This design comes from an exercise in tuning for small area and a short achievable clock period on the open sky130 flow, not from production work.
Only simulation tests tie the RTL to the original design; equivalence was not proved.
Power figures rest on the tool's default switching activity, not on a simulated workload.

==> trial 85 <==
Design Unsigned_Array_Multiplier_32_Bit_Top, start of the top module:
module Unsigned_Array_Multiplier_32_Bit_Top (
    input         Clock_In,
    input         Enable_In,
    input  [31:0] Data_A_In,
    input  [31:0] Data_B_In,
    output [63:0] Multiplied_Result_Out
);
export LEC_CHECK = 0
export CAP_MARGIN = 20
export CORE_MARGIN = 2
export CORE_UTILIZATION = 60
export SLEW_MARGIN = 70
export SYNTH_HIERARCHICAL = 1
export SYNTH_MINIMUM_KEEP_SIZE = 0
create_clock -name core_clock -period 12.0 [get_ports {Clock_In}]
standard.sh (not shown) runs the stock make flow with config.mk's settings and CLKGATE_MAP_FILE= SYNTH_SCRIPT=/design/flow/synth_recipe.tcl, a recipe that flattens the netlist after the stock synthesis.
==> flow/flow/run.sh <==
#!/bin/bash
# Own layout flow: the standard ORFS layout (standard.sh, with the standard
# synthesis unchanged) with two changes: the port buffers are buf_2 (instead of
# the default pick, a slow delay buffer), and after floorplanning the
# combinational cells that synthesis upsized are set back to drive 1
# (flow/downsize.tcl); placement's repair_design then fixes slew/capacitance.
# Timing repair aims at a setup slack margin of 7.5 ns (a 4.5 ns period).
# make's full output goes to make.log in the work folder; ORFS's per-step logs
# stay in orfs/logs/.
set -euo pipefail
export BUFFER_PORTS_ARGS="-buffer_cell sky130_fd_sc_hd__buf_2"
export SETUP_SLACK_MARGIN=7.5
export POST_FLOORPLAN_TCL="$PWD/flow/downsize.tcl"
bash standard.sh finish > make.log 2>&1
==> flow/flow/downsize.tcl <==
set db [ord::get_db]
set block [ord::get_db_block]
set n 0
foreach inst [$block getInsts] {
  set m [[$inst getMaster] getName]
  if {![regexp {^(sky130_fd_sc_hd__([a-z0-9]+))_([0-9]+)$} $m -> base fn size]} { continue }
  if {$size eq "1" || $size eq "0"} { continue }
  if {[regexp {^(df|dl|sdf|edf|buf|clk|inv|dly|conb|tap|fill|decap|ha$|fa$|probe|lpflow)} $fn]} { continue }
  set new [$db findMaster "${base}_1"]
  if {$new eq "NULL"} { continue }
  $inst swapMaster $new
  incr n
}
puts "downsize.tcl: set $n cells to drive 1"
==> trial 56: changes against trial 85 <==
CORE_UTILIZATION = 55   (was 60)
SLEW_MARGIN = 40   (was 70)
TNS_END_PERCENT = 10   (was unset)
==> build 68: changes against trial 85 <==
SLEW_MARGIN = 40   (was 70)
TNS_END_PERCENT = 10   (was unset)
==> build 3: changes against trial 85 <==
--- a/flow/flow/run.sh
+++ b/flow/flow/run.sh
@@ -5,4 +5,5 @@
 # combinational cells that synthesis upsized are set back to drive 1
 # (flow/downsize.tcl); placement's repair_design then fixes slew/capacitance.
+# Clock tree synthesis runs without dummy loads (CTS_ARGS).
 # Timing repair aims at a setup slack margin of 7.5 ns (a 4.5 ns period).
 # make's full output goes to make.log in the work folder; ORFS's per-step logs
@@ -11,4 +12,5 @@
 export BUFFER_PORTS_ARGS="-buffer_cell sky130_fd_sc_hd__buf_2"
 export SETUP_SLACK_MARGIN=7.5
+export CTS_ARGS="-sink_clustering_enable -repair_clock_nets -dont_use_dummy_load"
 export POST_FLOORPLAN_TCL="$PWD/flow/downsize.tcl"
 bash standard.sh finish > make.log 2>&1
CORE_UTILIZATION = 55   (was 60)
SLEW_MARGIN = 40   (was 70)
TNS_END_PERCENT = 10   (was unset)
==> reports/metrics.yaml <==
status: "no timing/DRC/antenna violations"
nClkBuffers: 42
reg2reg_depth: 12
fillers: 5172
drt_iter0_markers: 3350
r2r-start: "S3_Reg[9]$_DFF_P_"
worst_slack_ns: 7.36
die_w_um: 245
pwr-share-clk_pct: 9.3
the above is filed under trial 56

==> reports/metrics.yaml <==
status: "no timing/DRC/antenna violations"
nClkBuffers: 29
drt_iter0_markers: 3523
worst_slack_ns: 7.40
r2r-start: "S3_Reg[0]$_DFF_P_"
reg2reg_depth: 12
the above is filed under build 3

==> reports/metrics.yaml <==
r2r-start: "S3_Reg[4]$_DFF_P_"
nClkBuffers: 39
worst_slack_ns: 7.43
reg2reg_depth: 14
status: "no timing/DRC/antenna violations"
die_w_um: 235
pwr-share-clk_pct: 8.6
fillers: 4352
the above is filed under trial 85

==> reports/metrics.yaml <==
status: "no timing/DRC/antenna violations"
drt_iter0_markers: 3883
die_w_um: 235
pwr-share-clk_pct: 9.8
nClkBuffers: 35
reg2reg_depth: 12
endpoint: "Multiplied_Result_Out[41]"
r2r-start: "S3_Reg[5]$_DFF_P_"
multi_input_cells: 2178
worst_slack_ns: 7.40
fillers: 4538
the above is filed under build 68

static timing again, ports no longer ideal:
The results above use ideal ports. As a check the final layouts listed here were re-extracted and re-timed, cells and wires unchanged. Step 1 assumes that a clkbuf_16 drives the clock port and a buf_2 every other input. Step 2 adds t to the input delays and takes it off the output delays; t is the mean of the earliest and latest rising clock arrival at the registers after step 1. Input paths then give back, and output paths get back, about the clock's delay inside the block. Three values: ideal ports, drivers, drivers and shift; two values: the first two.
run	t (ns)	setup WS [ns]	worst register clock-pin slew, ns
trial 85	0.651	7.428 / 7.365 / 7.226	0.07 / 0.07
trial 56	0.663	7.361 / 7.304 / 7.298	0.07 / 0.07
build 68	0.649	7.399 / 7.336 / 7.223	0.07 / 0.07
build 3	0.635	7.403 / 7.346 / 7.285	0.06 / 0.06
After both steps every run listed still meets setup and hold. For trial 85, which loses most, drivers alone change the setup slack by -0.063 ns; drivers and shift together by -0.202 ns.
